Source: an optimization exercise on an open RTL-to-GDS flow (aim: small area and a short achievable clock period). Production flows keep margins and buffers that such runs may drop.
At most, simulation tests tie the RTL to the original design; equivalence was not proved.
Power is estimated from default activity; no workload was simulated.

==> flow/design.v (excerpt) <==
module CircuitTest (a,b,c,z,x,clk,rst);
input [63:0] a, b, c;
input clk,rst;
output reg [31:0] z, x;
reg [32:0] ar, yr;
reg er;
  ...
For scale: ~1600 cells after synthesis, ~130 flip-flops, about 260 I/O pins, about 11000 µm² of cells after synthesis.
==> flow/config.mk <==
export PLATFORM = sky130hd
export DESIGN_NAME = CircuitTest
export DESIGN_NICKNAME = CircuitTest
export VERILOG_FILES = /design/flow/design.v
export SDC_FILE = /design/flow/constraint.sdc
export NUM_CORES = 4
export LEC_CHECK = 0
export ABC_AREA = 1
export CAP_MARGIN = 20
export CORE_MARGIN = 2
export CORE_UTILIZATION = 40
export CTS_BUF_LIST = sky130_fd_sc_hd__clkbuf_8
export SETUP_SLACK_MARGIN = 4.4
export SLEW_MARGIN = 20
export SYNTH_HIERARCHICAL = 1
export TNS_END_PERCENT = 20
==> flow/constraint.sdc <==
create_clock -name core_clock -period 7.5 [get_ports {clk}]
set_input_delay 1.5000 -clock core_clock [delete_from_list [all_inputs] [get_ports {clk}]]
set_output_delay 1.5000 -clock core_clock [all_outputs]
set_load 0.01 [all_outputs]
standard.sh (not shown) runs the stock make flow with config.mk's settings and CLKGATE_MAP_FILE= SYNTH_SCRIPT=/design/flow/synth_recipe.tcl, a recipe that flattens the netlist after the stock synthesis.
==> flow/flow/run.sh <==
#!/bin/bash
# Own layout flow: the standard ORFS flow (standard.sh) with these changes:
#  - synthesis script flow/mixsynth.tcl: synth_recipe.tcl with ABC run per module,
#    the small gate modules (g_*) with ORFS's speed script and the top module with
#    ORFS's area script (ABC_AREA 1); hierarchy is flattened at the end as before;
#  - no Yosys full/half-adder extraction (ADDER_MAP_FILE empty);
#  - ABC sizes for a 2 fF load (ABC_LOAD_IN_FF), so gate modules get small cells;
#  - the port buffers that buffer_ports puts on every input and output are
#    sky130_fd_sc_hd__buf_1 instead of the default delay buffer.
# Make's full output goes to flow_make.log here; each ORFS step keeps its own log
# under orfs/logs/.
set -uo pipefail
here=$(pwd)
bash standard.sh ADDER_MAP_FILE= ABC_LOAD_IN_FF=2 \
  "SYNTH_SCRIPT=$here/flow/mixsynth.tcl" \
  "BUFFER_PORTS_ARGS=-buffer_cell sky130_fd_sc_hd__buf_1" \
  finish > flow_make.log 2>&1
==> flow/flow/mixsynth.tcl <==
# The standard flow's synthesis script (synth_recipe.tcl) with one change: ABC maps the small
# gate modules (g_*) with ORFS's speed script, which keeps XOR and MUX cells,
# and the rest of the design with ORFS's area script.
proc synth {args} { yosys synth -nofsm -noshare {*}$args }
proc abc {args} {
  set i [lsearch -exact $args -script]
  set speed [lreplace $args $i [expr {$i + 1}] -script $::env(SCRIPTS_DIR)/abc_speed.script]
  set area [lreplace $args $i [expr {$i + 1}] -script $::env(SCRIPTS_DIR)/abc_area.script]
  foreach m [split [string trim [yosys tee -q -s result.string select -list-mod =g_*]] "\n"] {
    if {$m ne ""} { yosys abc {*}$speed =$m }
  }
  yosys abc {*}$area =$::env(DESIGN_NAME)
}
source $::env(SCRIPTS_DIR)/synth.tcl
# left out here: clear keep_hierarchy, flatten, clean up, hide names made inside functions, write 1_2_yosys.v
Then changed:
Settings changed: CORE_UTILIZATION 40 to 35, TNS_END_PERCENT 20 to 0.
Effect: Setup slack degrades by 0.077 ns; worst hold slack loses 0.020 ns; synthesized cell count is unchanged; global-route usage went down by 2.9 points; non-clock buffer count goes up by 18.
Then changed:
Settings changed: CORE_UTILIZATION 35 to 40, CTS_BUF_LIST sky130_fd_sc_hd__clkbuf_8 to sky130_fd_sc_hd__clkbuf_4.
The changed run completed without violations.
Cell area came out lower by 4.4%.
Die area came out lower by 12%.
Routed wire length came out lower by about 2.5%.
Maximum frequency came out higher by 1.5%.
Then changed:
Settings changed: CTS_BUF_LIST sky130_fd_sc_hd__clkbuf_4 to sky130_fd_sc_hd__clkbuf_8, GPL_TIMING_DRIVEN set to 0.
=> The changed run ran to the end with no violations; final cell count goes up slightly; total power grows by a few percent; worst hold slack got worse by 0.080 ns; routed wire length drops by a few percent; setup slack gets better by 0.019 ns.
Then changed:
Settings changed: CTS_BUF_LIST sky130_fd_sc_hd__clkbuf_8 to sky130_fd_sc_hd__clkbuf_4, GPL_TIMING_DRIVEN 0 to not set, SETUP_SLACK_MARGIN 4.4 to 4.2.
Routed wire length rose by about 2.3%. Die area does not change. Final cell count fell by 1.1%. Non-clock buffer count fell by 26. Worst setup slack degrades by 0.039 ns. First-iteration DRC count rose by about 16%. Combinational power fell by about 5%. Register-to-register slack stays flat.
Then changed:
Settings changed: CTS_BUF_LIST sky130_fd_sc_hd__clkbuf_4 to sky130_fd_sc_hd__clkbuf_8.
The new run finished clean.
Utilization goes up by 1.1 points.
Sequential cell count is unchanged.
Clock power goes up by 18%.
Clock-buffer cell count goes down by 3.


CircuitTest again, from the RTL that the note above started with.
==> flow/config.mk <==
export PLATFORM = sky130hd
export DESIGN_NAME = CircuitTest
export DESIGN_NICKNAME = CircuitTest
export VERILOG_FILES = /design/flow/design.v
export SDC_FILE = /design/flow/constraint.sdc
export NUM_CORES = 4
export LEC_CHECK = 0
export ABC_AREA = 1
export CAP_MARGIN = 20
export CORE_MARGIN = 2
export CORE_UTILIZATION = 40
export CTS_BUF_LIST = sky130_fd_sc_hd__clkbuf_4 sky130_fd_sc_hd__clkbuf_8
export SETUP_SLACK_MARGIN = 4.4
export SLEW_MARGIN = 20
export SYNTH_HIERARCHICAL = 1
export TNS_END_PERCENT = 0
==> flow/constraint.sdc <==
create_clock -name core_clock -period 7.5 [get_ports {clk}]
set_input_delay 1.5000 -clock core_clock [delete_from_list [all_inputs] [get_ports {clk}]]
set_output_delay 1.5000 -clock core_clock [all_outputs]
set_load 0.01 [all_outputs]
Scripts as last shown in full above: flow/flow/run.sh, flow/flow/mixsynth.tcl
Then changed:
--- a/flow/config.mk
+++ b/flow/config.mk
@@ -12 +12 @@
-export CTS_BUF_LIST = sky130_fd_sc_hd__clkbuf_4 sky130_fd_sc_hd__clkbuf_8
+export CTS_BUF_LIST = sky130_fd_sc_hd__clkbuf_8
Result:
- worst hold slack is about the same
- power decreases by 0.44%
- routed wire length hardly moves
- cell count stays the same
- utilization stays flat
- count of clock-buffer cells in the layout decreases by 3
- sequential share of layout area is about the same
- global-route usage is unchanged
Then changed:
--- a/flow/config.mk
+++ b/flow/config.mk
@@ -12 +12,2 @@
-export CTS_BUF_LIST = sky130_fd_sc_hd__clkbuf_8
+export CTS_BUF_LIST = sky130_fd_sc_hd__clkbuf_4
+export CTS_CLUSTER_SIZE = 8
Result: The new run completed without violations. Sequential share of layout area hardly moves. Power went down by 1.9%. Area after synthesis is unchanged.
Then changed:
--- a/flow/flow/run.sh
+++ b/flow/flow/run.sh
@@ -16,0 +17 @@
+  SKIP_GATE_CLONING=1 \
--- a/flow/config.mk
+++ b/flow/config.mk
@@ -12,2 +12 @@
-export CTS_BUF_LIST = sky130_fd_sc_hd__clkbuf_4
-export CTS_CLUSTER_SIZE = 8
+export CTS_BUF_LIST = sky130_fd_sc_hd__clkbuf_8
Cell count went down by 0.83%.
Area after synthesis is unchanged.
Global-route usage went up by 0.31 points.
Wire length went down by about 4.5%.
Power went up by about 0.9%.
Clock power went up by about 17%.
Critical path depth does not change.
Worst setup slack loses 65 ps.
Via count went down by about 1.5%.
Combinational power went down by about 5%.


Another version of the RTL of CircuitTest (not shown whole).
Size: about 1900 cells after synthesis, about 130 flip-flops, about 260 I/O pins.
==> flow/config.mk <==
export PLATFORM = sky130hd
export DESIGN_NAME = CircuitTest
export DESIGN_NICKNAME = CircuitTest
export VERILOG_FILES = /design/flow/design.v
export SDC_FILE = /design/flow/constraint.sdc
export NUM_CORES = 4
export LEC_CHECK = 0
export ABC_AREA = 1
export CAP_MARGIN = 20
export CORE_MARGIN = 2
export CORE_UTILIZATION = 40
export SETUP_SLACK_MARGIN = 4.5
export SLEW_MARGIN = 20
==> flow/constraint.sdc <==
create_clock -name core_clock -period 7.5 [get_ports {clk}]
set_input_delay 1.5000 -clock core_clock [delete_from_list [all_inputs] [get_ports {clk}]]
set_output_delay 1.5000 -clock core_clock [all_outputs]
set_load 0.01 [all_outputs]
==> flow/flow/run.sh <==
#!/bin/bash
# Own layout flow: the standard ORFS flow (standard.sh) with two changes:
#  - no Yosys full/half-adder extraction (ADDER_MAP_FILE empty), so ABC maps the
#    hand-written prefix carry logic itself;
#  - the port buffers that buffer_ports inserts on every input and output are
#    sky130_fd_sc_hd__buf_1 instead of the default delay buffer.
# Make's full output goes to flow_make.log here; each ORFS step keeps its own log
# under orfs/logs/.
set -uo pipefail
bash standard.sh ADDER_MAP_FILE= \
  "BUFFER_PORTS_ARGS=-buffer_cell sky130_fd_sc_hd__buf_1" \
  finish > flow_make.log 2>&1
The first run produced a clean layout.
Change:
--- a/flow/flow/run.sh
+++ b/flow/flow/run.sh
@@ -5,3 +5,3 @@
 #  - the port buffers that buffer_ports inserts on every input and output are
-#    sky130_fd_sc_hd__buf_1 instead of the default delay buffer.
+#    sky130_fd_sc_hd__buf_2 instead of the default delay buffer.
 # Make's full output goes to flow_make.log here; each ORFS step keeps its own log
@@ -10,3 +10,3 @@
 bash standard.sh ADDER_MAP_FILE= \
-  "BUFFER_PORTS_ARGS=-buffer_cell sky130_fd_sc_hd__buf_1" \
+  "BUFFER_PORTS_ARGS=-buffer_cell sky130_fd_sc_hd__buf_2" \
   finish > flow_make.log 2>&1
Settings changed: CORE_UTILIZATION 40 to 60, SETUP_SLACK_MARGIN 4.5 to 4.
Critical path depth came out higher by 6.
Wire length came out higher by 3.0%.
Sequential power barely changes.
Change:
Settings changed: CORE_UTILIZATION 60 to 40, SETUP_SLACK_MARGIN 4 to unset.
Outcome: The changed run completed with no timing, DRC or antenna violations; synthesized area is unchanged; via count shrinks by about a fifth; count of clock-buffer cells in the layout is unchanged; worst hold slack is worse by 0.044 ns; die area grows by well over a third; global-route usage shrinks by 13 points; synthesized cell count stays the same; power shrinks by about a fifth; setup slack is worse by 0.54 ns.
Function was not checked in any run of this note: the RTL went through the layout flow alone.

[afterwards: timing with drivers on the ports]
No port has a modelled driver above. Below, the same layouts with a new extraction and two added sets of constraints. Step 1 (the two cells are an assumption about what drives the block):
set clk [get_ports {clk}]
set_driving_cell -lib_cell sky130_fd_sc_hd__clkbuf_16 $clk
set_driving_cell -lib_cell sky130_fd_sc_hd__buf_2 [delete_from_list [all_inputs] $clk]
Step 2 adds t to the input delays and takes it off the output delays; t is the mean of the earliest and latest rising clock arrival at the registers after step 1. Input paths then give back, and output paths get back, about the clock's delay inside the block. Three values: no drivers, after step 1, after step 2; two values: the first two.
| run | shift t [ns] | slack for setup (ns) | cell pins on the clock port's net |
|---|---|---|---|
| the first run of note 1 | 0.484 | 4.319 / 4.336 / 3.852 | 1 |
| the second run of note 1 | 0.479 | 4.242 / 4.224 / 3.745 | 1 |
| the third run of note 1 | 0.574 | 4.292 / 4.284 / 3.710 | 1 |
| the fourth run of note 1 | 0.473 | 4.311 / 4.298 / 3.825 | 1 |
| the fifth run of note 1 | 0.569 | 4.272 / 4.284 / 3.715 | 1 |
| the sixth run of note 1 | 0.488 | 4.266 / 4.285 / 3.796 | 1 |
| the first run of note 2 | 0.484 | 4.306 / 4.321 / 3.837 | 1 |
| the second run of note 2 | 0.484 | 4.310 / 4.325 / 3.841 | 1 |
| the third run of note 2 | 0.574 | 4.292 / 4.284 / 3.710 | 1 |
| the fourth run of note 2 | 0.484 | 4.227 / 4.230 / 3.745 | 1 |
| the first run of note 3 | 0.464 | 3.931 / 3.954 / 3.491 | 1 |
| the second run of note 3 | 0.465 | 3.601 / 3.577 / 3.112 | 1 |
| the third run of note 3 | 0.449 | 3.057 / 3.039 / 2.590 | 1 |
After both steps setup and hold are still met in every run listed.
